Source: an optimization exercise on an open RTL-to-GDS flow (aim: small area, a short achievable clock period and few clock cycles). Production flows keep margins and buffers that such runs may drop. Where RTL was checked, it was by simulation tests only, not by an equivalence proof against the original. No functional check of the RTL was part of run 1.

==> flow/design.v, too long to show whole: its modules and the start of the top module <==
// module geofence: 1195 lines
// module geofence_aoi: 5 lines
// module geofence_oai: 5 lines
// module geofence_mux: 5 lines
// module geofence_dec: 7 lines
// module geofence_sel3: 5 lines
// module geofence_fa: 6 lines
module geofence (clk, reset, X, Y, valid, is_inside);
  // ...
==> flow/run.sh <==
#!/bin/bash
# synth_recipe.tcl (not shown) runs the flow's synth.tcl, then flattens the netlist and writes it again
# the make line also repeats each setting of config.mk as NAME=value (left out here)
make -C /OpenROAD-flow-scripts/flow DESIGN_CONFIG=/design/flow/config.mk WORK_HOME=/design/flow/orfs CLKGATE_MAP_FILE= SYNTH_SCRIPT=/design/flow/synth_recipe.tcl finish
==> flow/config.mk <==
export PLATFORM = sky130hd
export DESIGN_NAME = geofence
export DESIGN_NICKNAME = geofence
export VERILOG_FILES = /design/flow/design.v
export SDC_FILE = /design/flow/constraint.sdc
export NUM_CORES = 4
export LEC_CHECK = 0
export CAP_MARGIN = 20
export CORE_MARGIN = 2
export CORE_UTILIZATION = 40
export SETUP_SLACK_MARGIN = 5
export SLEW_MARGIN = 20
export SYNTH_HIERARCHICAL = 1
export SYNTH_MINIMUM_KEEP_SIZE = 0
export TNS_END_PERCENT = 0
==> flow/constraint.sdc <==
create_clock -name core_clock -period 10.0 [get_ports {clk}]
set_input_delay 2.0000 -clock core_clock [delete_from_list [all_inputs] [get_ports {clk}]]
set_output_delay 2.0000 -clock core_clock [all_outputs]
set_load 0.01 [all_outputs]
==> run notes, run 1 <==
Outcome: complete, no violations
ClkCell Share: 3.734%
WL met3: 5086 um
Crit path buffers/inverters: 3
Die Height: 190.8 um
Hold buffer count at CTS: 0
First-pass GRT wire length: 71,180 um
Layout cell share with drive strength beyond 1: 18.60%
Max-slew headroom: 31.26%
R2R setup slack: 4.48 ns
Clock skew: 0.01025 ns
FF-to-FF Start: axm[5]
Num sequential: 116
Synth Area in Compound Gates: 23.25%
# DRC: 0
Initial antenna violation count: 0
Most numerous cell in the Yosys netlist: fa_1
Hold Path Stages: 2
Largest cells by area after synthesis: fa_1 (26%), edfxtp_1 (14%), a222oi_1 (13%), ha_1 (7.7%), dfxtp_1 (6.6%)
Drt initial violations: 2,273
Total global routing overflow: 0
Yosys reg bits: 116
Clock tree buffer depth: 2
Period utilization: 55.87%
GRT Total Usage: 25.33%
WS Path Type: in2reg
Wl on met1: 17,290 um
MaxCap Viol Count: 0
RePlAce Congestion: 0.8877
Num CTS Buffers: 17
Max stage delay cell, worst path: fa_2
PnR worst setup slack: 4.413 ns
Worst path required time: 10.31 ns
Reg2reg path depth: 16
Setup TNS: 0 ns
Critical R2R Capture: bxm[7]
==> run 2, diff against run 1 <==
--- a/flow/design.v
+++ b/flow/design.v
@@ -11,20 +11,22 @@
 reg [9:0] vxm, nvym;               
 reg [11:0] v3xm, nv3ym;            
 reg axs, ays, bxs, bys;            
 reg [9:0] axm, aym, bxm, bym;
 reg deg;                           
 reg ins;                           
 wire [10:0] dx = {1'b0, X} - {1'b0, rx};
 wire [10:0] dy = {1'b0, Y} - {1'b0, ry};
-wire [9:0] dxm = (dx[9:0] ^ {10{dx[10]}}) + {9'd0, dx[10]};
-wire [9:0] dym = (dy[9:0] ^ {10{dy[10]}}) + {9'd0, dy[10]};
-wire [11:0] d3xm = {2'b00, dxm} + {1'b0, dxm, 1'b0};
-wire [11:0] d3ym = {2'b00, dym} + {1'b0, dym, 1'b0};
+wire [9:0] tx = dx[9:0] ^ {10{dx[10]}};
+wire [9:0] ty = dy[9:0] ^ {10{dy[10]}};
+wire [9:0] dxm = tx + {9'd0, dx[10]};
+wire [9:0] dym = ty + {9'd0, dy[10]};
+wire [11:0] d3xm = {2'b00, tx} + {1'b0, tx, 1'b0} + {10'd0, dx[10], dx[10]};
+wire [11:0] d3ym = {2'b00, ty} + {1'b0, ty, 1'b0} + {10'd0, dy[10], dy[10]};
 wire vxz = ~|vxm;
 wire vyz = &nvym;
 wire vz = vxz & vyz;               
 wire a1 = axs ^ vys, a2 = ays ^ vxs;
 wire b1 = bxs ^ vys, b2 = bys ^ vxs;
 wire az = (~|axm | vyz) & (~|aym | vxz);
 wire bz = (~|bxm | vyz) & (~|bym | vxz);
 wire ca = ~a1;
==> flow/config.mk (replaced) <==
export PLATFORM = sky130hd
export DESIGN_NAME = geofence
export DESIGN_NICKNAME = geofence
export VERILOG_FILES = /design/flow/design.v
export SDC_FILE = /design/flow/constraint.sdc
export NUM_CORES = 4
export LEC_CHECK = 0
export CAP_MARGIN = 20
export CELL_PAD_IN_SITES_DETAIL_PLACEMENT = 1
export CORE_MARGIN = 2
export CORE_UTILIZATION = 40
export SETUP_SLACK_MARGIN = 5
export SLEW_MARGIN = 20
export SYNTH_HIERARCHICAL = 1
export SYNTH_MINIMUM_KEEP_SIZE = 0
export TNS_END_PERCENT = 0
==> run notes, run 2 <==
Vias in the first global route: 13,400 (was 12,740)
Clock tree buffer depth: 2 (unchanged)
Register area: 0.003009 sq mm (was 0.003007 sq mm)
Min-delay src: deg (unchanged)
Final Cell Area: 0.01625 sq mm (was 0.01645 sq mm)
Yosys Warn Count: 7 (unchanged)
Drt initial violations: 2,840 (was 2,273)
Critical path arrival: 5.70 ns (was 5.90 ns)
Tmin final: 5.599 ns (was 5.587 ns)
Drt pass-1 iters: 23 (was 12)
Synthesized area: 0.01384 sq mm (was 0.01396 sq mm)
Gate Count Post-Synth: 1,293 (was 1,307)
Fin. max-slew vios: 0 (unchanged)
Max-slew headroom: 24.05% (was 31.26%)
Synth cell types: 67 (was 81)
Setup TNS: 0 ns (unchanged)
Hold slack: 0.4814 ns (was 0.4600 ns)
Clk latency of the worst-skew pair: 0.43 ns (about the same)
PnR worst setup slack: 4.401 ns (was 4.413 ns)
WS Path Type: reg2reg (was in2reg)
PortBufs: 23 (unchanged)
# DRC: 0 (unchanged)
Multi-input gate area: 0.01099 sq mm (was 0.01118 sq mm)
Most used flip-flop cell after synthesis: edfxtp_1 (unchanged)
Cell taking the most area after synthesis: fa_1 (unchanged)
Root Driver: clkbuf_16 (unchanged)
Top-area cell type share of the netlist area: 26.33% (was 26.09%)
First-pass GRT wire length: 76,470 um (was 71,180 um)
FF-to-FF Start: axm[0] (was axm[5])
Most numerous cell in the Yosys netlist: fa_1 (unchanged)
CTS tree: yes (unchanged)
Most frequent cells in the layout: a222oi_1 (180), fa_1 (170), inv_1 (105) (was fa_1 (180), a222oi_1 (180), inv_1 (108))
Initial Util: 40.36% (was 40.53%)
Via count: 12,660 (was 12,160)
MaxCap Viol Count: 0 (unchanged)
CTS sink cnt: 116 (unchanged)
Largest cells by area after synthesis: fa_1 (26%), edfxtp_1 (14%), a222oi_1 (13%), ha_1 (8.7%), dfxtp_1 (6.7%) (was fa_1 (26%), edfxtp_1 (14%), a222oi_1 (13%), ha_1 (7.7%), dfxtp_1 (6.6%))
Largest net degree at the start of global routing: 24 (unchanged)
Post-synth EDFFs: 65 (unchanged)
Die X: 190.0 um (was 190.8 um)
Total global routing overflow: 0 (unchanged)
Commonest non-fill, non-tap cell in the layout: a222oi_1
Post-synthesis net count: 1,593 (was 1,597)
Hold Path Sink: deg (unchanged)
Antenna Nets Post-Route: 0 (unchanged)
Num ports: 24 (unchanged)
Clock skew: 0.01865 ns (was 0.01025 ns)
H-tree depth: 4 (unchanged)
Routed wire length: 50,210 um (was 45,430 um)
Biggest registers after layout: nv3ym (12), v3xm (12) (unchanged)
Wirelength per Cell: 27.07 um (was 24.45 um)
Diodes inserted: 0 (unchanged)
Area grow syn2layout: 17.43% (was 17.82%)
Worst path required time: 10.11 ns (was 10.31 ns)
Async S/R FF share, synth: 4.310% (unchanged)
Mean post-synth cell area: 10.70 sq um (was 10.68 sq um)
Die Height: 190.0 um (was 190.8 um)
RePlAce Congestion: 0.9360 (was 0.8877)
Critical R2R Capture: bym[1] (was bxm[7])
Crit Path Max Fanout: 10 (was 8)
Layout filler cell count: 3,642 (was 3,183)
Num CTS Buffers: 17 (unchanged)
Core area: 0.03429 sq mm (was 0.03446 sq mm)
Initial antenna violation count: 3 (was 0)
Total Die Area: 0.03610 sq mm (was 0.03642 sq mm)
Worst slew pin tran: 1.138 ns (was 1.029 ns)
RSZ-0062 raised after global routing: yes (unchanged)
Reg2reg path depth: 19 (was 16)
Final setup fails: 0 (unchanged)
Number of nets in the layout: 1,687 (was 1,680)
Pre-CTS setup slack: 3.712 ns (was 2.764 ns)
Layout cell share with drive strength beyond 1: 17.86% (was 18.60%)
Yosys reg bits: 116 (unchanged)
R2R setup slack: 4.40 ns (was 4.48 ns)
Outcome: complete, no violations (unchanged)
CP Launch Type: flop (was input port)
Rows: 68 (unchanged)
Instance area at placement: 0.01489 sq mm (was 0.01486 sq mm)
Detailed-placement wirelength estimate: 34,570 um (was 31,510 um)
Period utilization: 55.99% (was 55.87%)
Clock-pin slew on the worst setup and hold paths: 0.07 ns (was 0.05 ns)
Commonest cells in the netlist: fa_1 (182), a222oi_1 (180), inv_1 (108), ha_1 (96), nor2_1 (92) (was fa_1 (182), a222oi_1 (180), inv_1 (113), nor2_1 (96), ha_1 (86))
Worst setup EP type: flop (unchanged)
Worst min path class: reg2reg (unchanged)
Hold Path Stages: 2 (unchanged)
FMAX: 178.6 MHz (was 179.0 MHz)
GRT Total Usage: 27.82% (was 25.33%)
Final hold vios: 0 (unchanged)
Vias per inst: 6.825 (was 6.547)
Seq/Total Area, Yosys: 21.67% (was 21.47%)
run 2: cell count changes in the layout (fill, tap and decap cells not counted), sizes merged, moves of 7 or more:
| cell | change |
|---|---|
| a21o | +7 |
| nand2 | +9 |
| dlymetal6s2s | -7 |
| clkdlybuf4s50 | +12 |
| xnor2 | +9 |
| ha | +10 |
run 2: worst max-delay path by stage:
stage,from,end,slack (ns),cells after the start
after CTS,axm[3],bym[5],4.55,14
after global placement,Y[0],nv3ym[10],3.85,18
after floorplan,X[0],v3xm[9],4.87,16
after global routing,axm[0],bxm[9],4.19,19
final,axm[0],bym[1],4.40,19
after detailed placement,Y[0],nv3ym[10],3.71,18
run 2: final cells by class:
class | instances | area share [%]
Multi-Input combinational cell | 1059 | 67.61
Timing Repair Buffer | 83 | 4.173
Sequential cell | 116 | 18.52
Tap cell | 455 | 3.504
Inverter | 110 | 2.687
Clock buffer | 22 | 2.926
Clock inverter | 10 | 0.5775
run 2: routing by layer:
layer	up-vias	GRT usage, %	part of all wire [%]
met5	-	0	0.052
met4	4	14.94	5.9
met3	236	7.803	12
met2	924	44.09	46
met1	6248	34.45	36
li1	5249	-	-
run 2: cell families (layout without fill, tap and decap cells):
group / Yosys count / after routing / synth area share, %
simple gates: 312 / 318 / 11.52
mux: 9 / 9 / 0.7596
fa+ha+maj: 278 / 278 / 35.01
flops: 116 / 116 / 21.67
buf+inv: 124 / 225 / 3.436
compound gates: 372 / 372 / 22.26
xor+xnor: 82 / 82 / 5.344
run 2: stage by stage:
stage          instances  util, %
6_report            1855    47.39
3_5_place_dp        1768    43.44
2_1_floorplan       1293        -
5_1_grt             1855    47.39
3_3_place_gp        1768    43.44
4_1_cts             1835    46.76
run 2: modules after synthesis (local to each module, per instance):
module / flops+latches / area [sq um]
geofence: 116 / 7756
geofence_dec: 0 / 22.52
geofence_fa: 0 / 20.02
geofence_mux: 0 / 15.01
geofence_sel3: 0 / 10.01
geofence_aoi: 0 / 8.758
geofence_oai: 0 / 5.005
run 2: critical path, stage by stage (launching register included):
cell and delay [ns]:
edfxtp_1 0.46, nor2b_4 0.21, buf_4 0.16, a222oi_1 0.56, fa_2 0.56, inv_1 0.07
ha_1 0.19, inv_1 0.06, fa_2 0.52, fa_1 0.42, fa_1 0.50, nor2_1 0.13
o21ai_1 0.10, a21oi_4 0.17, o21ai_2 0.07, a21oi_2 0.18, o21ai_4 0.10, mux2_4 0.32
nand2b_4 0.28, nand2_8 0.21
run 2: what timing repair did:
action	4_1_cts	5_1_grt
gates cloned	6	0
resized for setup	82	17
pin swaps	39	24
hold endpoints to repair	0	0
setup buffers	29	20
endpoints found under the setup margin	65	62
hold buffers	0	0
Testbench counts of run 2, summed over its fixed seeds: cycles 21,600.
==> run 3, diff against run 2 <==
--- a/flow/config.mk
+++ b/flow/config.mk
@@ -6,9 +6,8 @@
 export NUM_CORES = 4
 export LEC_CHECK = 0
 export CAP_MARGIN = 20
-export CELL_PAD_IN_SITES_DETAIL_PLACEMENT = 1
 export CORE_MARGIN = 2
-export CORE_UTILIZATION = 40
+export CORE_UTILIZATION = 62
 export SETUP_SLACK_MARGIN = 5
 export SLEW_MARGIN = 20
 export SYNTH_HIERARCHICAL = 1
==> run notes, run 3 <==
Outcome: complete, no violations (unchanged)
Clock tree buffer depth: 2 (unchanged)
Post-synth EDFFs: 65 (unchanged)
Crit Path Max Fanout: 6 (was 10)
Most frequent cells in the layout: a222oi_1 (180), fa_1 (173), inv_1 (106) (was a222oi_1 (180), fa_1 (170), inv_1 (105))
Final hold vios: 0 (unchanged)
Wirelength per Cell: 25.72 um (was 27.07 um)
Final Cell Area: 0.01597 sq mm (was 0.01625 sq mm)
Drt pass-1 iters: 19 (was 23)
Top Family by Delay on Critical Path: adder cells (unchanged)
Final setup fails: 0 (unchanged)
CP Launch Type: flop (unchanged)
Num ports: 24 (unchanged)
Tmin final: 5.422 ns (was 5.599 ns)
Antenna Nets Post-Route: 0 (unchanged)
Worst path required time: 10.11 ns (about the same)
Routed wire length: 43,190 um (was 50,210 um)
Crit path buffers/inverters: 1 (was 3)
# DRC: 0 (unchanged)
Initial Util: 63.21% (was 40.36%)
Core area: 0.02189 sq mm (was 0.03429 sq mm)
Total Die Area: 0.02353 sq mm (was 0.03610 sq mm)
Vias per inst: 7.331 (was 6.825)
Post-synthesis net count: 1,593 (unchanged)
Die Height: 153.4 um (was 190.0 um)
RePlAce Congestion: 0.9199 (was 0.9360)
Yosys reg bits: 116 (unchanged)
Total global routing overflow: 0 (unchanged)
WS Path Type: reg2reg (unchanged)
Uppermost layer routed: met4 (was met5)
Post-layout util: 72.97% (was 47.39%)
Fin. max-slew vios: 0 (unchanged)
Top-area cell type share of the netlist area: 26.33% (unchanged)
Die X: 153.4 um (was 190.0 um)
Clk latency of the worst-skew pair: 0.42 ns (was 0.43 ns)
WL met3: 6107 um (was 5977 um)
Worst setup EP type: flop (unchanged)
Clock skew: 0.01194 ns (was 0.01865 ns)
Hold Path Stages: 1 (was 2)
Via count: 12,310 (was 12,660)
CP dominant cell by count: fa_1
Reg2reg path depth: 17 (was 19)
RSZ-0062 raised after global routing: yes (unchanged)
Layout cell share with drive strength beyond 1: 17.24% (was 17.86%)
Vias in the first global route: 12,870 (was 13,400)
Detailed-placement wirelength estimate: 29,830 um (was 34,570 um)
Synthesized area: 0.01384 sq mm (unchanged)
Gate Count Post-Synth: 1,293 (unchanged)
Met2 routed WL: 18,850 um (was 23,020 um)
Synth cell types: 67 (unchanged)
Worst min path class: reg2reg (unchanged)
Num CTS Buffers: 17 (unchanged)
Drt initial violations: 2,969 (was 2,840)
Cell taking the most area after synthesis: fa_1 (unchanged)
Slowest stage delay, CP: 0.51 ns (was 0.56 ns)
Area grow syn2layout: 15.44% (was 17.43%)
Mean post-synth cell area: 10.70 sq um (unchanged)
Yosys Warn Count: 7 (unchanged)
First-pass GRT wire length: 68,310 um (was 76,470 um)
Async S/R FF share, synth: 4.310% (unchanged)
GRT Total Usage: 37.03% (was 27.82%)
Commonest non-fill, non-tap cell in the layout: a222oi_1 (unchanged)
Period utilization: 54.22% (was 55.99%)
Seq/Total Area, Yosys: 21.67% (unchanged)
Hold Path Sink: ph[0] (was deg)
Finished Layout Cells: 1,679 (was 1,855)
PortBufs: 23 (unchanged)
Most numerous cell in the Yosys netlist: fa_1 (unchanged)
R2R setup slack: 4.58 ns (was 4.40 ns)
Rows: 54 (was 68)
Largest cells by area after synthesis: fa_1 (26%), edfxtp_1 (14%), a222oi_1 (13%), ha_1 (8.7%), dfxtp_1 (6.7%) (unchanged)
Setup TNS: 0 ns (unchanged)
Max-slew headroom: 24.35% (was 24.05%)
Initial antenna violation count: 1 (was 3)
Critical path arrival: 5.53 ns (was 5.70 ns)
MaxCap Viol Count: 0 (unchanged)
Largest net degree at the start of global routing: 24 (unchanged)
Wl on met1: 15,230 um (was 18,210 um)
Biggest registers after layout: nv3ym (12), v3xm (12) (unchanged)
CTS sink cnt: 116 (unchanged)
Instance area at placement: 0.01466 sq mm (was 0.01489 sq mm)
Commonest cells in the netlist: fa_1 (182), a222oi_1 (180), inv_1 (108), ha_1 (96), nor2_1 (92) (unchanged)
Placed Instances: 1,591 (was 1,768)
Critical Path, Cell by Cell: and2b_4 -> buf_4 -> a221oi_2 -> fa_1 -> fa_1 -> fa_1 -> fa_1 -> fa_1 -> nor2_1 -> nor2_2 -> o221ai_2 -> nor2_2 -> nand2_1 -> o21ai_4 -> mux2_4 -> nand2b_4 -> nand2_4 (was nor2b_4 -> buf_4 -> a222oi_1 -> fa_2 -> inv_1 -> ha_1 -> inv_1 -> fa_2 -> fa_1 -> fa_1 -> nor2_1 -> o21ai_1 -> a21oi_4 -> o21ai_2 -> a21oi_2 -> o21ai_4 -> mux2_4 -> nand2b_4 -> nand2_8)
CTS tree: yes (unchanged)
Worst slew pin tran: 1.133 ns (was 1.138 ns)
Number of nets in the layout: 1,686 (was 1,687)
Critical R2R Capture: bym[7] (was bym[1])
FMAX: 184.4 MHz (was 178.6 MHz)
Clock-pin slew on the worst setup and hold paths: 0.06 ns (was 0.07 ns)
Min-delay src: ph[0] (was deg)
H-tree depth: 4 (unchanged)
Most used flip-flop cell after synthesis: edfxtp_1 (unchanged)
Root Driver: clkbuf_16 (unchanged)
FF-to-FF Start: axm[1] (was axm[0])
Max stage delay cell, worst path: fa_1 (was a222oi_1)
==> run 3: cell counts after synthesis <==
No cell type changed its count.
==> run 3: per-module statistics from Yosys, one instance, submodules excluded, a selection <==
module | cells inside | flip-flops and latches
geofence_fa | 1 | 0
geofence_aoi | 1 | 0
geofence_sel3 | 1 | 0
geofence_mux | 1 | 0
geofence_oai | 1 | 0
geofence_dec | 3 | 0
==> run 3: worst max-delay path by stage <==
stage | from | to | slack, ns | depth (start not counted)
global route | axm[1] | bym[7] | 4.39 | 16
global placement | Y[0] | nv3ym[10] | 3.86 | 18
detailed placement | X[0] | v3xm[9] | 3.84 | 18
CTS | bxm[3] | aym[6] | 4.66 | 16
floorplan | X[0] | v3xm[9] | 4.87 | 16
finish | axm[1] | bym[7] | 4.58 | 17
==> run 3: cells by family (layout without fill, tap and decap cells) <==
group	Yosys count	count (layout)	synth area share [%]
XOR/XNOR	82	82	5.344
other	0	1	0
multiplexers	9	9	0.7596
AO/OA/AOI/OAI	372	372	22.26
AND/OR/NAND/NOR	312	319	11.52
buffers and inverters	124	222	3.436
flip-flops	116	116	21.67
adder cells (fa/ha/maj)	278	278	35.01
==> run 3: layer usage <==
| layer | up-vias | global-route usage [%] |
|---|---|---|
| met3 | 253 | 9.470 |
| met5 | - | 0 |
| met2 | 1031 | 58.44 |
| met4 | 0 | 18.35 |
| met1 | 5769 | 47.76 |
| li1 | 5256 | - |
==> run 3: per-stage QoR <==
stage,hold WS [ns],worst slack [ns]
5_1_grt,0.5100,4.393
6_report,0.4915,4.578
2_1_floorplan,0.4341,4.871
3_3_place_gp,0.4585,3.863
4_1_cts,0.4918,4.657
3_5_place_dp,0.4537,3.835
==> run 3: repair_timing <==
| item | in CTS | in global routing |
|---|---|---|
| cloned | 6 | 1 |
| pin swaps | 42 | 26 |
| setup endpoints to repair | 64 | 61 |
| hold buffers | 0 | 0 |
| buffers inserted | 28 | 21 |
| gates resized for setup | 77 | 14 |
==> run 3: layout make-up <==
cell class | count | area (sq um)
flip-flops and latches | 116 | 3009
well taps | 280 | 350.3
fillers | 1651 | 5917
diodes | 1 | 2.502
clock buffers | 19 | 475.5
multi-input cells | 1060 | 10940
repair buffers | 81 | 671.9
inverters | 110 | 432.9
clock inverters | 12 | 90.09
==> run 4, diff against run 3 <==
--- a/flow/config.mk
+++ b/flow/config.mk
@@ -7,7 +7,7 @@
 export LEC_CHECK = 0
 export CAP_MARGIN = 20
 export CORE_MARGIN = 2
-export CORE_UTILIZATION = 62
+export CORE_UTILIZATION = 50
 export SETUP_SLACK_MARGIN = 5
 export SLEW_MARGIN = 20
 export SYNTH_HIERARCHICAL = 1
==> run notes, run 4 <==
RSZ-0062 raised after global routing: yes (unchanged)
RePlAce Congestion: 0.9022 (was 0.9199)
Most frequent cells in the layout: a222oi_1 (180), fa_1 (164), inv_1 (106) (was a222oi_1 (180), fa_1 (173), inv_1 (106))
Layout cell share with drive strength beyond 1: 17.55% (was 17.24%)
Root Driver: clkbuf_16 (unchanged)
Antenna Nets Post-Route: 0 (unchanged)
Initial Util: 51.20% (was 63.21%)
Synthesized area: 0.01384 sq mm (unchanged)
# DRC: 0 (unchanged)
Drt initial violations: 2,640 (was 2,969)
Final hold vios: 0 (unchanged)
Total Die Area: 0.02902 sq mm (was 0.02353 sq mm)
Post-synth EDFFs: 65 (unchanged)
Finished Layout Cells: 1,731 (was 1,679)
Critical R2R Capture: axm[7] (was bym[7])
Period utilization: 54.18% (was 54.22%)
First-pass GRT wire length: 68,770 um (was 68,310 um)
Die Height: 170.4 um (was 153.4 um)
Xor/xnor share of the synthesized area: 5.344% (unchanged)
Max-slew headroom: 15.85% (was 24.35%)
Final setup fails: 0 (unchanged)
Simple-gate share of the synthesized area: 11.52% (unchanged)
FF-to-FF Start: nv3ym[6] (was axm[1])
CP Launch Type: flop (unchanged)
Top-area cell type share of the netlist area: 26.33% (unchanged)
Routed wire length: 44,060 um (was 43,190 um)
Most used flip-flop cell after synthesis: edfxtp_1 (unchanged)
Area grow syn2layout: 15.90% (was 15.44%)
Instance area at placement: 0.01477 sq mm (was 0.01466 sq mm)
Num ports: 24 (unchanged)
Rows: 60 (was 54)
H-tree depth: 4 (unchanged)
Num CTS Buffers: 17 (unchanged)
Via count: 12,040 (was 12,310)
Synth cell types: 67 (unchanged)
Multiplexer share of the synthesized area: 0.7596% (unchanged)
CTS tree: yes (unchanged)
Die X: 170.4 um (was 153.4 um)
PortBufs: 23 (unchanged)
Reg2reg path depth: 15 (was 17)
Gate Count Post-Synth: 1,293 (unchanged)
Adder-cell share of the synthesized area: 35.01% (unchanged)
GRT Total Usage: 31.22% (was 37.03%)
Post-synthesis net count: 1,593 (unchanged)
Hold Path Stages: 2 (was 1)
Largest cells by area after synthesis: fa_1 (26%), edfxtp_1 (14%), a222oi_1 (13%), ha_1 (8.7%), dfxtp_1 (6.7%) (unchanged)
Async S/R FF share, synth: 4.310% (unchanged)
Outcome: complete, no violations (unchanged)
Largest net degree at the start of global routing: 24 (unchanged)
Clock-pin slew on the worst setup and hold paths: 0.06 ns (about the same)
Biggest registers after layout: nv3ym (12), v3xm (12) (unchanged)
Hold buffer count at CTS: 0 (unchanged)
Number of nets in the layout: 1,677 (was 1,686)
Seq/Total Area, Yosys: 21.67% (unchanged)
Mean post-synth cell area: 10.70 sq um (unchanged)
Clock skew: 0.01663 ns (was 0.01194 ns)
Diodes inserted: 0 (was 1)
Cell taking the most area after synthesis: fa_1 (unchanged)
Wirelength per Cell: 25.45 um (was 25.72 um)
Detailed-placement wirelength estimate: 30,810 um (was 29,830 um)
WS Path Type: reg2reg (unchanged)
Layout filler cell count: 2,304 (was 1,651)
Crit Path Max Fanout: 10 (was 6)
Most numerous cell in the Yosys netlist: fa_1 (unchanged)
Worst min path class: reg2reg (unchanged)
Commonest non-fill, non-tap cell in the layout: a222oi_1 (unchanged)
Yosys Warn Count: 7 (unchanged)
Main combinational cell family by area after synthesis: adder cells (unchanged)
Placed Instances: 1,656 (was 1,591)
Initial antenna violation count: 0 (was 1)
Tmin final: 5.418 ns (was 5.422 ns)
Core area: 0.02703 sq mm (was 0.02189 sq mm)
Clk latency of the worst-skew pair: 0.42 ns (about the same)
Critical path arrival: 5.51 ns (was 5.53 ns)
Synth Area in Compound Gates: 22.26% (unchanged)
Worst setup EP type: flop (unchanged)
Total global routing overflow: 0 (unchanged)
Post-layout util: 59.34% (was 72.97%)
Worst path required time: 10.09 ns (was 10.11 ns)
Worst slew pin tran: 1.259 ns (was 1.133 ns)
FMAX: 184.6 MHz (was 184.4 MHz)
CTS sink cnt: 116 (unchanged)
Commonest cells in the netlist: fa_1 (182), a222oi_1 (180), inv_1 (108), ha_1 (96), nor2_1 (92) (unchanged)
Setup TNS: 0 ns (unchanged)
Drt pass-1 iters: 14 (was 19)
Vias in the first global route: 12,320 (was 12,870)
Vias per inst: 6.953 (was 7.331)
Final Cell Area: 0.01604 sq mm (was 0.01597 sq mm)
Min-delay src: deg (was ph[0])
Yosys reg bits: 116 (unchanged)
Clock tree buffer depth: 2 (unchanged)
R2R setup slack: 4.58 ns (about the same)
Hold Path Sink: deg (was ph[0])
Fin. max-slew vios: 0 (unchanged)
MaxCap Viol Count: 0 (unchanged)
## run 4: cell counts after synthesis
Identical to the previous run, type by type.
## run 4: metal layers
metal,vias to the layer above,GRT usage (%),wire (um)
li1,5254,-,-
met1,5708,40.02,16650
met2,895,48.50,19630
met3,179,8.953,5520
met4,0,15.46,2261
met5,-,0,0
## run 4: kinds of logic after synthesis
family | count (synthesis)
mux | 9
buf+inv | 124
compound gates | 372
xor+xnor | 82
simple gates | 312
fa+ha+maj | 278
flops | 116
## run 4: timing repair
item	4_1_cts	5_1_grt
setup endpoints to repair	65	60
setup buffers	32	5
pin swaps	39	11
gates resized for setup	93	10
cloned	6	0
## run 4: area by class of cell
class	instances	area (sq um)	share of cell area [%]
Multi-Input combinational cell	1059	10970	68.38
Sequential cell	116	3007	18.75
Clock inverter	11	85.08	0.5305
Inverter	110	432.9	2.700
Clock buffer	21	493.0	3.074
Timing Repair Buffer	73	626.9	3.909
Tap cell	341	426.7	2.661
## run 4: worst max path at each step
stage	from	endpoint	slack [ns]	cells past startpoint
CTS	bxm[2]	axm[7]	4.70	16
finish	nv3ym[6]	axm[7]	4.58	15
global placement	X[0]	v3xm[9]	3.88	18
global route	axm[1]	bym[9]	4.39	16
detailed placement	X[0]	v3xm[9]	3.84	18
floorplan	X[0]	v3xm[9]	4.87	16
## run 4: worst max-delay path, stage by stage (launching register included)
cell      delay [ns]
dfxtp_1         0.78
a222oi_1        0.24
fa_1            0.66
fa_2            0.47
fa_2            0.36
fa_1            0.47
fa_1            0.52
nor2_1          0.07
nor2_2          0.13
o221ai_2        0.13
nor2_2          0.19
nand2_2         0.10
o21ai_4         0.21
mux2_4          0.35
nand2b_4        0.23
nand2_4         0.16
## run 4: metrics by stage
stage / hold slack (ns) / setup slack (ns)
floorplan: 0.4341 / 4.871
global placement: 0.4575 / 3.880
detailed placement: 0.4548 / 3.836
CTS: 0.4730 / 4.697
global route: 0.5129 / 4.391
finish: 0.4749 / 4.582
## run 4: per-module statistics from Yosys, one instance, submodules excluded
| module | flops+latches | cells inside | times used | cell area, sq um |
|---|---|---|---|---|
| geofence_oai | 0 | 1 | 26 | 5.005 |
| geofence | 116 | 835 | 1 | 7756 |
| geofence_sel3 | 0 | 1 | 180 | 10.01 |
| geofence_dec | 0 | 3 | 20 | 22.52 |
| geofence_fa | 0 | 1 | 178 | 20.02 |
| geofence_mux | 0 | 1 | 2 | 15.01 |
| geofence_aoi | 0 | 1 | 12 | 8.758 |
==> run 5, diff against run 4 <==
--- a/flow/config.mk
+++ b/flow/config.mk
@@ -7,7 +7,7 @@
 export LEC_CHECK = 0
 export CAP_MARGIN = 20
 export CORE_MARGIN = 2
-export CORE_UTILIZATION = 50
+export CORE_UTILIZATION = 58
 export SETUP_SLACK_MARGIN = 5
 export SLEW_MARGIN = 20
 export SYNTH_HIERARCHICAL = 1
==> run notes, run 5 <==
FF-to-FF Start: vxm[6] (was nv3ym[6])
Yosys reg bits: 116 (unchanged)
Initial Util: 58.95% (was 51.20%)
Rows: 56 (was 60)
Hold Path Stages: 2 (unchanged)
H-tree depth: 4 (unchanged)
Clk latency of the worst-skew pair: 0.42 ns (about the same)
Total global routing overflow: 0 (unchanged)
Largest cells by area after synthesis: fa_1 (26%), edfxtp_1 (14%), a222oi_1 (13%), ha_1 (8.7%), dfxtp_1 (6.7%) (unchanged)
Setup TNS: 0 ns (unchanged)
FMAX: 183.4 MHz (was 184.6 MHz)
Drt initial violations: 2,683 (was 2,640)
Wirelength per Cell: 25.47 um (was 25.45 um)
Post-layout util: 67.63% (was 59.34%)
Final hold vios: 0 (unchanged)
Yosys Warn Count: 7 (unchanged)
Num ports: 24 (unchanged)
Most numerous cell in the Yosys netlist: fa_1 (unchanged)
Clock-pin slew on the worst setup and hold paths: 0.06 ns (about the same)
Die Height: 158.5 um (was 170.4 um)
GRT Total Usage: 34.84% (was 31.22%)
Instance area at placement: 0.01475 sq mm (was 0.01477 sq mm)
Vias in the first global route: 11,900 (was 12,320)
Layout cell share with drive strength beyond 1: 16.46% (was 17.55%)
Hold Path Sink: deg (unchanged)
Reg2reg path depth: 15 (unchanged)
Worst path required time: 10.12 ns (was 10.09 ns)
Gate Count Post-Synth: 1,293 (unchanged)
CTS sink cnt: 116 (unchanged)
Post-synthesis net count: 1,593 (unchanged)
CP Launch Type: flop (unchanged)
Routed wire length: 43,400 um (was 44,060 um)
Post-synth EDFFs: 65 (unchanged)
Seq/Total Area, Yosys: 21.67% (unchanged)
Fin. max-slew vios: 0 (unchanged)
Critical R2R Capture: bxm[9] (was axm[7])
Min-delay src: deg (unchanged)
Commonest cells in the netlist: fa_1 (182), a222oi_1 (180), inv_1 (108), ha_1 (96), nor2_1 (92) (unchanged)
Critical path arrival: 5.58 ns (was 5.51 ns)
Die X: 158.5 um (was 170.4 um)
Antenna Nets Post-Route: 0 (unchanged)
RSZ-0062 raised after global routing: yes (unchanged)
Root Driver: clkbuf_16 (unchanged)
Worst slew pin tran: 1.182 ns (was 1.259 ns)
Period utilization: 54.54% (was 54.18%)
Top-area cell type share of the netlist area: 26.33% (unchanged)
Placed Instances: 1,635 (was 1,656)
Cell taking the most area after synthesis: fa_1 (unchanged)
Worst setup EP type: flop (unchanged)
RePlAce Congestion: 0.9647 (was 0.9022)
Total Die Area: 0.02511 sq mm (was 0.02902 sq mm)
Commonest non-fill, non-tap cell in the layout: a222oi_1 (unchanged)
CTS tree: yes (unchanged)
Crit Path Max Fanout: 23 (was 10)
Diodes inserted: 0 (unchanged)
Max-slew headroom: 21.10% (was 15.85%)
Async S/R FF share, synth: 4.310% (unchanged)
Clock skew: 0.01449 ns (was 0.01663 ns)
Mean post-synth cell area: 10.70 sq um (unchanged)
Drt pass-1 iters: 22 (was 14)
Core area: 0.02347 sq mm (was 0.02703 sq mm)
MaxCap Viol Count: 0 (unchanged)
# DRC: 0 (unchanged)
Area grow syn2layout: 14.73% (was 15.90%)
Finished Layout Cells: 1,704 (was 1,731)
Clock tree buffer depth: 2 (unchanged)
Vias per inst: 7.191 (was 6.953)
Via count: 12,250 (was 12,040)
WS Path Type: reg2reg (unchanged)
First-pass GRT wire length: 65,310 um (was 68,770 um)
Num CTS Buffers: 17 (unchanged)
Worst min path class: reg2reg (unchanged)
Synth cell types: 67 (unchanged)
Most frequent cells in the layout: a222oi_1 (180), fa_1 (166), inv_1 (106) (was a222oi_1 (180), fa_1 (164), inv_1 (106))
Initial antenna violation count: 1 (was 0)
Detailed-placement wirelength estimate: 30,400 um (was 30,810 um)
Final Cell Area: 0.01588 sq mm (was 0.01604 sq mm)
Tmin final: 5.454 ns (was 5.418 ns)
PortBufs: 23 (unchanged)
Synthesized area: 0.01384 sq mm (unchanged)
R2R setup slack: 4.55 ns (was 4.58 ns)
CP startpoint: vxm[6] (was nv3ym[6])
Outcome: complete, no violations (unchanged)
Hold buffer count at CTS: 0 (unchanged)
Number of nets in the layout: 1,672 (was 1,677)
Final setup fails: 0 (unchanged)
Most used flip-flop cell after synthesis: edfxtp_1 (unchanged)
Biggest registers after layout: nv3ym (12), v3xm (12) (unchanged)
Largest net degree at the start of global routing: 24 (unchanged)
-- run 5: cell types whose count changed in the layout (fill, tap and decap cells not counted), moves of 3 or more --
cell	delta
nor2b_1	+4
nor2b_2	-4
buf_4	-4
nand2_8	-3
-- run 5: metal layers --
metal	GRT usage [%]	part of all wire (%)
met1	43.70	37
met2	53.87	44
met3	11.19	13
met4	18.58	5.9
met5	0	0.021
-- run 5: what timing repair did --
action / in CTS / in global routing
buffers inserted: 14 / 18
cloned: 5 / 0
setup endpoints to repair: 64 / 61
gates resized for setup: 58 / 28
pin swaps: 27 / 31
hold endpoints to repair: 0 / 0
-- run 5: worst max-delay path by stage --
stage	to	depth (start not counted)
final	bxm[9]	15
after global routing	is_inside	18
after CTS	axm[0]	16
after detailed placement	nv3ym[10]	18
after global placement	nv3ym[10]	18
after floorplan	v3xm[9]	16
-- run 5: logic make-up (layout without fill, tap and decap cells) --
kind of cell,after synthesis,after routing,share of synthesized area (%)
flip-flops,116,116,21.67
AND/OR/NAND/NOR,312,317,11.52
buffers and inverters,124,211,3.436
adder cells (fa/ha/maj),278,278,35.01
multiplexers,9,9,0.7596
AO/OA/AOI/OAI,372,372,22.26
XOR/XNOR,82,82,5.344
-- run 5: final cells by class --
type | instances | area [sq um]
inverters | 110 | 430.4
flip-flops and latches | 116 | 3004
clock inverters | 13 | 92.59
repair buffers | 69 | 575.6
multi-input cells | 1058 | 10920
well taps | 319 | 399.1
clock buffers | 19 | 454.2
fillers | 1854 | 7597
-- run 5: per-module statistics from Yosys, one instance, submodules excluded --
module	copies in the design	flip-flops and latches	cells inside
geofence	1	116	835
geofence_dec	20	0	3
geofence_fa	178	0	1
geofence_mux	2	0	1
geofence_sel3	180	0	1
geofence_aoi	12	0	1
geofence_oai	26	0	1
-- run 5: worst max-delay path: stages, from the launching register on --
cell and delay, ns:
dfxtp_1 1.10, a222oi_1 0.33, fa_1 0.54, fa_1 0.52, fa_1 0.43, fa_1 0.52, nor2_1 0.06, nor2_1 0.19
o221ai_1 0.18, nor2_2 0.19, nand2_2 0.09, o21ai_4 0.21, mux2_4 0.34, buf_4 0.15, nand2b_4 0.16, nand2_4 0.13
-- run 5: through the flow --
stage	hold slack (ns)	setup WS, ns
final	0.4683	4.546
after global routing	0.5048	4.398
after CTS	0.4665	4.582
after global placement	0.4597	3.850
after floorplan	0.4341	4.871
after detailed placement	0.4509	3.777
==> run 6, diff against run 5 <==
--- a/flow/config.mk
+++ b/flow/config.mk
@@ -7,7 +7,7 @@
 export LEC_CHECK = 0
 export CAP_MARGIN = 20
 export CORE_MARGIN = 2
-export CORE_UTILIZATION = 58
+export CORE_UTILIZATION = 40
 export SETUP_SLACK_MARGIN = 5
 export SLEW_MARGIN = 20
 export SYNTH_HIERARCHICAL = 1
==> run notes, run 6 <==
Outcome: complete, no violations (unchanged)
Fin. max-slew vios: 0 (unchanged)
Max-slew headroom: 27.00% (was 21.10%)
Worst setup EP type: flop (unchanged)
Routed wire length: 44,550 um (was 43,400 um)
Layout cell share with drive strength beyond 1: 15.10% (was 16.46%)
Seq/Total Area, Yosys: 21.67% (unchanged)
PortBufs: 23 (unchanged)
Crit Path Max Fanout: 13 (was 23)
Detailed-placement wirelength estimate: 31,820 um (was 30,400 um)
CTS tree: yes (unchanged)
Yosys Warn Count: 7 (unchanged)
Final setup fails: 0 (unchanged)
Period utilization: 55.13% (was 54.54%)
Vias per inst: 6.616 (was 7.191)
Wirelength per Cell: 24.38 um (was 25.47 um)
Die Height: 190.0 um (was 158.5 um)
Met2 routed WL: 19,390 um (was 19,190 um)
Setup TNS: 0 ns (unchanged)
Largest net degree at the start of global routing: 24 (unchanged)
Synth cell types: 67 (unchanged)
Commonest cells in the netlist: fa_1 (182), a222oi_1 (180), inv_1 (108), ha_1 (96), nor2_1 (92) (unchanged)
First-pass GRT wire length: 68,370 um (was 65,310 um)
Final hold vios: 0 (unchanged)
Most frequent cells in the layout: a222oi_1 (180), fa_1 (171), inv_1 (106) (was a222oi_1 (180), fa_1 (166), inv_1 (106))
Initial Util: 40.36% (was 58.95%)
MaxCap Viol Count: 0 (unchanged)
Largest cells by area after synthesis: fa_1 (26%), edfxtp_1 (14%), a222oi_1 (13%), ha_1 (8.7%), dfxtp_1 (6.7%) (unchanged)
Num ports: 24 (unchanged)
Hold slack: 0.4603 ns (was 0.4683 ns)
CP Launch Type: flop (unchanged)
GRT Total Usage: 24.75% (was 34.84%)
Via count: 12,090 (was 12,250)
Uppermost layer routed: met4 (was met5)
Post-synth EDFFs: 65 (unchanged)
Mean post-synth cell area: 10.70 sq um (unchanged)
Total global routing overflow: 0 (unchanged)
Commonest non-fill, non-tap cell in the layout: a222oi_1 (unchanged)
Worst path required time: 10.13 ns (was 10.12 ns)
Clock-pin slew on the worst setup and hold paths: 0.07 ns (was 0.06 ns)
WS Path Type: reg2reg (unchanged)
WL met3: 5724 um (was 5788 um)
Async S/R FF share, synth: 4.310% (unchanged)
Rows: 68 (was 56)
Clk latency of the worst-skew pair: 0.43 ns (was 0.42 ns)
Post-synthesis net count: 1,593 (unchanged)
Gate Count Post-Synth: 1,293 (unchanged)
Layout filler cell count: 3,171 (was 1,854)
FMAX: 181.4 MHz (was 183.4 MHz)
Clock tree buffer depth: 2 (unchanged)
Tmin final: 5.513 ns (was 5.454 ns)
# DRC: 0 (unchanged)
Top-area cell type share of the netlist area: 26.33% (unchanged)
Die X: 190.0 um (was 158.5 um)
CTS sink cnt: 116 (unchanged)
Number of nets in the layout: 1,658 (was 1,672)
Drt initial violations: 2,710 (was 2,683)
Clock skew: 0.02543 ns (was 0.01449 ns)
Critical path arrival: 5.64 ns (was 5.58 ns)
Vias in the first global route: 12,160 (was 11,900)
H-tree depth: 4 (unchanged)
RSZ-0062 raised after global routing: yes (unchanged)
RePlAce Congestion: 0.9360 (was 0.9647)
Initial antenna violation count: 2 (was 1)
Synthesized area: 0.01384 sq mm (unchanged)
Drt pass-1 iters: 14 (was 22)
Yosys reg bits: 116 (unchanged)
Core area: 0.03429 sq mm (was 0.02347 sq mm)
Biggest registers after layout: nv3ym (12), v3xm (12) (unchanged)
Area grow syn2layout: 15.36% (was 14.73%)
Most used flip-flop cell after synthesis: edfxtp_1 (unchanged)
Total Die Area: 0.03610 sq mm (was 0.02511 sq mm)
Register area: 0.003009 sq mm (was 0.003004 sq mm)
Most numerous cell in the Yosys netlist: fa_1 (unchanged)
Num CTS Buffers: 17 (unchanged)
Antenna Nets Post-Route: 0 (unchanged)
Root Driver: clkbuf_16 (unchanged)
Multi-input gate area: 0.01092 sq mm (about the same)
Worst slew pin tran: 1.094 ns (was 1.182 ns)
Worst min path class: reg2reg (unchanged)
Cell taking the most area after synthesis: fa_1 (unchanged)
Wl on met1: 16,990 um (was 15,850 um)
-- run 6: cell count changes in the layout (fill, tap and decap cells not counted), moves of 3 or more --
cell        before  now
nand2_8          1    5
nor2b_1         16   13
inv_6            5    2
fa_2            16   11
inv_4            6    1
dfxtp_2          5    9
buf_4           44   30
clkinvlp_4       0    3
dfxtp_1         41   37
nand2_4          6    3
fa_1           166  171
-- run 6: kinds of logic (layout without fill, tap and decap cells) --
group                    Yosys count  in the layout  share of synthesized area [%]
AO/OA/AOI/OAI                    372            372                          22.26
AND/OR/NAND/NOR                  312            318                          11.52
adder cells (fa/ha/maj)          278            278                          35.01
buffers and inverters            124            196                          3.436
flip-flops                       116            116                          21.67
XOR/XNOR                          82             82                          5.344
multiplexers                       9              9                         0.7596
other                              0              1                              0
-- run 6: path summary, 6_finish.rpt --
kind | startpoint | endpoint | slack (ns) | depth (start not counted)
worst min register to register | deg | deg | 0.46 | 2
worst max register to register | nv3ym[0] | axm[2] | 4.49 | 17
min in group asynchronous | reset | valid | 1.78 | 2
worst max-delay path | nv3ym[0] | axm[2] | 4.49 | 17
max in group asynchronous | reset | ph[3] | 8.04 | 2
worst min-delay path | deg | deg | 0.46 | 2
-- run 6: final cells by class --
class / instances / share of cell area [%]
Inverter: 110 / 2.712
Clock inverter: 12 / 0.6584
Clock buffer: 20 / 2.869
Antenna cell: 1 / 0.01568
Multi-Input combinational cell: 1059 / 68.41
Sequential cell: 116 / 18.85
Timing Repair Buffer: 54 / 2.916
Tap cell: 455 / 3.566
-- run 6: metal layers --
layer | up-vias | global-route usage (%)
met5 | - | 0
met2 | 898 | 37.32
met3 | 163 | 7.397
met4 | 0 | 12.85
li1 | 5199 | -
met1 | 5827 | 32.14
-- run 6: metrics by stage --
stage                     setup WS, ns  util [%]  std cells  instance area, sq um
after CTS                        4.582     46.49       1825                 15940
after floorplan                  4.871         -       1293                 14080
after detailed placement         3.802     43.44       1768                 14890
after global routing             4.329     46.55       1826                 15960
after global placement           3.848     43.44       1768                 14890
final                            4.487     46.56       1827                 15960
-- run 6: worst max-delay path, cell delays in order (launching register included) --
cell and delay, ns:
dfxtp_1 0.68, inv_1 0.49, nor2_1 0.20, nor2_1 0.07, ha_1 0.21, fa_1 0.43
fa_2 0.54, fa_1 0.43, fa_1 0.51, nor2_1 0.06, nor2_2 0.14, o221ai_2 0.13
nor2_2 0.17, nand2_2 0.09, o21ai_4 0.26, mux2_4 0.36, nand2b_4 0.27, nand2_4 0.17
-- run 6: repair_timing --
action / in CTS / in global routing
endpoints found under the setup margin: 63 / 60
gates resized for setup: 80 / 4
cloned: 6 / 0
setup buffers: 19 / 1
pin swaps: 41 / 6
hold buffers: 0 / 0
-- run 6: modules after synthesis, one instance, submodules excluded --
module | cells | copies in the design | flip-flops and latches
geofence_sel3 | 1 | 180 | 0
geofence_oai | 1 | 26 | 0
geofence_mux | 1 | 2 | 0
geofence | 835 | 1 | 116
geofence_aoi | 1 | 12 | 0
geofence_dec | 3 | 20 | 0
geofence_fa | 1 | 178 | 0
==> run 7, diff against run 6 <==
--- a/flow/config.mk
+++ b/flow/config.mk
@@ -7,7 +7,7 @@
 export LEC_CHECK = 0
 export CAP_MARGIN = 20
 export CORE_MARGIN = 2
-export CORE_UTILIZATION = 40
+export CORE_UTILIZATION = 55
 export SETUP_SLACK_MARGIN = 5
 export SLEW_MARGIN = 20
 export SYNTH_HIERARCHICAL = 1
==> run notes, run 7 <==
Outcome: complete, no violations (unchanged)
Vias per inst: 6.983 (was 6.616)
Placed Instances: 1,645 (was 1,768)
Cell taking the most area after synthesis: fa_1 (unchanged)
Drt initial violations: 2,871 (was 2,710)
Clock-pin slew on the worst setup and hold paths: 0.06 ns (was 0.07 ns)
Period utilization: 53.39% (was 55.13%)
Number of nets in the layout: 1,665 (was 1,658)
Multi-input gate area: 0.01094 sq mm (was 0.01092 sq mm)
Async S/R FF share, synth: 4.310% (unchanged)
Wirelength per Cell: 25.03 um (was 24.38 um)
Commonest non-fill, non-tap cell in the layout: a222oi_1 (unchanged)
Most frequent cells in the layout: a222oi_1 (180), fa_1 (169), inv_1 (106) (was a222oi_1 (180), fa_1 (171), inv_1 (106))
Min-delay src: deg (unchanged)
Yosys reg bits: 116 (unchanged)
H-tree depth: 4 (unchanged)
RSZ-0062 raised after global routing: yes (unchanged)
PnR worst setup slack: 4.661 ns (was 4.487 ns)
Drt pass-1 iters: 15 (was 14)
# DRC: 0 (unchanged)
Reg2reg path depth: 15 (was 17)
Largest cells by area after synthesis: fa_1 (26%), edfxtp_1 (14%), a222oi_1 (13%), ha_1 (8.7%), dfxtp_1 (6.7%) (unchanged)
Total Die Area: 0.02644 sq mm (was 0.03610 sq mm)
Most numerous cell in the Yosys netlist: fa_1 (unchanged)
WS Path Type: reg2reg (unchanged)
Tmin final: 5.339 ns (was 5.513 ns)
Routed wire length: 42,750 um (was 44,550 um)
Largest net degree at the start of global routing: 24 (unchanged)
Worst slew pin tran: 1.087 ns (was 1.094 ns)
R2R setup slack: 4.66 ns (was 4.49 ns)
Biggest registers after layout: nv3ym (12), v3xm (12) (unchanged)
Post-synth EDFFs: 65 (unchanged)
Hold buffer count at CTS: 0 (unchanged)
Max-slew headroom: 27.40% (was 27.00%)
Num ports: 24 (unchanged)
FF-to-FF Start: aym[7] (was nv3ym[0])
Final setup fails: 0 (unchanged)
Finished Layout Cells: 1,708 (was 1,827)
Met1 Use GR: 44.06% (was 32.14%)
Clock skew: 0.01052 ns (was 0.02543 ns)
PortBufs: 23 (unchanged)
Clk latency of the worst-skew pair: 0.41 ns (was 0.43 ns)
Via count: 11,930 (was 12,090)
Crit Path Max Fanout: 10 (was 13)
Top-area cell type share of the netlist area: 26.33% (unchanged)
Setup TNS: 0 ns (unchanged)
GRT Total Usage: 33.40% (was 24.75%)
Worst min path class: reg2reg (unchanged)
Antenna Nets Post-Route: 0 (unchanged)
Die Height: 162.6 um (was 190.0 um)
Mean post-synth cell area: 10.70 sq um (unchanged)
First-pass GRT wire length: 67,150 um (was 68,370 um)
Final hold vios: 0 (unchanged)
Post-layout util: 63.71% (was 46.56%)
Critical path arrival: 5.44 ns (was 5.64 ns)
Worst setup EP type: flop (unchanged)
Area grow syn2layout: 14.95% (was 15.36%)
RePlAce Congestion: 0.9042 (was 0.9360)
Most used flip-flop cell after synthesis: edfxtp_1 (unchanged)
Register area: 0.003007 sq mm (was 0.003009 sq mm)
Yosys Warn Count: 7 (unchanged)
Clock tree buffer depth: 2 (unchanged)
GR Util met2: 52.19% (was 37.32%)
Initial antenna violation count: 0 (was 2)
Synth cell types: 67 (unchanged)
Core area: 0.02496 sq mm (was 0.03429 sq mm)
Fin. max-slew vios: 0 (unchanged)
Diodes inserted: 0 (was 1)
Num CTS Buffers: 17 (unchanged)
CP startpoint: aym[7] (was nv3ym[0])
Gate Count Post-Synth: 1,293 (unchanged)
FMAX: 187.3 MHz (was 181.4 MHz)
Layout filler cell count: 2,103 (was 3,171)
Worst path required time: 10.10 ns (was 10.13 ns)
Pre-CTS setup slack: 3.854 ns (was 3.802 ns)
Met3 usage: 7.538% (was 7.397%)
MaxCap Viol Count: 0 (unchanged)
CTS sink cnt: 116 (unchanged)
Commonest cells in the netlist: fa_1 (182), a222oi_1 (180), inv_1 (108), ha_1 (96), nor2_1 (92) (unchanged)
Critical Path Sink: bxm[2] (was axm[2])
Layout cell share with drive strength beyond 1: 16.11% (was 15.10%)
CP Launch Type: flop (unchanged)
Root Driver: clkbuf_16 (unchanged)
Vias in the first global route: 12,010 (was 12,160)
Initial Util: 55.43% (was 40.36%)
Total global routing overflow: 0 (unchanged)
Synthesized area: 0.01384 sq mm (unchanged)
GR peak layer: met2 (unchanged)
Detailed-placement wirelength estimate: 30,370 um (was 31,820 um)
CTS tree: yes (unchanged)
Critical R2R Capture: bxm[2] (was axm[2])
Die X: 162.6 um (was 190.0 um)
Post-synthesis net count: 1,593 (unchanged)
Seq/Total Area, Yosys: 21.67% (unchanged)
Rows: 58 (was 68)
==> run 7: cell counts after synthesis <==
No cell type changed its count.
==> run 7: Yosys stat by module (local to each module, per instance) <==
module	flip-flops and latches	times used	cell area, sq um
geofence	116	1	7756
geofence_dec	0	20	22.52
geofence_fa	0	178	20.02
geofence_mux	0	2	15.01
geofence_sel3	0	180	10.01
geofence_aoi	0	12	8.758
geofence_oai	0	26	5.005
==> run 7: through the flow <==
| stage | hold WS, ns | area, sq um |
|---|---|---|
| after global placement | 0.4617 | 14750 |
| after global routing | 0.5055 | 15910 |
| final | 0.4898 | 15910 |
| after floorplan | 0.4341 | 14080 |
| after CTS | 0.4676 | 15890 |
| after detailed placement | 0.4533 | 14750 |
==> run 7: worst min-delay path by stage <==
stage	cells past startpoint	slack [ns]	to
2_1_floorplan	2	0.43	deg
3_3_place_gp	2	0.46	deg
3_5_place_dp	2	0.45	deg
4_1_cts	2	0.47	deg
5_1_grt	2	0.51	deg
6_report	2	0.49	deg
==> run 7: cell type report <==
cell class	instances	area share, %
clock buffers	21	3.162
clock inverters	11	0.5428
repair buffers	61	3.304
well taps	330	2.596
flip-flops and latches	116	18.90
inverters	110	2.722
multi-input cells	1059	68.77
==> run 7: metal layers <==
layer / up-vias / part of all wire, %
met5: - / 0
met4: 0 / 5.5
met3: 165 / 13
met2: 893 / 45
met1: 5661 / 37
li1: 5208 / -
==> run 7: logic make-up (layout without fill, tap and decap cells) <==
kind of cell / Yosys count / after routing / synth area share, %
AO/OA/AOI/OAI: 372 / 373 / 22.26
AND/OR/NAND/NOR: 312 / 317 / 11.52
adder cells (fa/ha/maj): 278 / 278 / 35.01
buffers and inverters: 124 / 203 / 3.436
flip-flops: 116 / 116 / 21.67
XOR/XNOR: 82 / 82 / 5.344
multiplexers: 9 / 9 / 0.7596
==> run 7: critical path: stages, from the launching register on <==
cell and delay [ns]:
edfxtp_1 0.43, nor2b_1 0.71, a222oi_1 0.30, fa_1 0.54, fa_1 0.54, fa_1 0.43
fa_1 0.51, nor2_1 0.06, nor2_2 0.15, o221ai_2 0.13, nor2_2 0.19, nand2_1 0.09
o21ai_2 0.23, mux2_4 0.36, nand2b_4 0.21, nand2_4 0.15
==> run 7: what timing repair did <==
item                       in CTS  in global routing
resized for setup              89                  4
pin swaps                      48                  5
buffers inserted               25                  0
setup endpoints to repair      64                 60
cloned                          6                  0

-- re-timing with driven ports --
Ports are ideal in the flow. The routed layouts listed here were re-timed in OpenROAD. Step 1, drivers: a clkbuf_16 drives clk and a buf_2 each remaining input, both assumed. Step 2 times the ports against the registers' clock, not the clock port: input delays grow and output delays shrink by t, the midpoint of the rising clock arrivals with the driver on. a / b / c = ideal ports / drivers / drivers and shift; a / b = the first two.
| run | shift t [ns] | setup WS [ns] | hold slack, ns | worst register clock-pin slew, ns | cell pins on the clock port's net |
|---|---|---|---|---|---|
| run 1 | 0.472 | 4.413 / 4.407 / 3.935 | 0.460 / 0.460 / 0.460 | 0.06 / 0.06 | 1 |
| run 2 | 0.472 | 4.401 / 4.401 / 4.123 | 0.481 / 0.481 / 0.481 | 0.07 / 0.07 | 1 |
| run 3 | 0.459 | 4.578 / 4.578 / 4.245 | 0.492 / 0.492 / 0.492 | 0.06 / 0.06 | 1 |
| run 4 | 0.458 | 4.582 / 4.582 / 4.270 | 0.475 / 0.475 / 0.475 | 0.06 / 0.06 | 1 |
| run 5 | 0.461 | 4.546 / 4.546 / 4.225 | 0.468 / 0.468 / 0.468 | 0.06 / 0.06 | 1 |
| run 6 | 0.460 | 4.487 / 4.487 / 4.161 | 0.460 / 0.460 / 0.460 | 0.07 / 0.07 | 1 |
| run 7 | 0.453 | 4.661 / 4.661 / 4.288 | 0.490 / 0.490 / 0.490 | 0.06 / 0.06 | 1 |
After both steps every run listed still meets setup and hold. For run 1, which loses most, drivers alone change the setup slack by -0.006 ns; drivers and shift together by -0.478 ns.
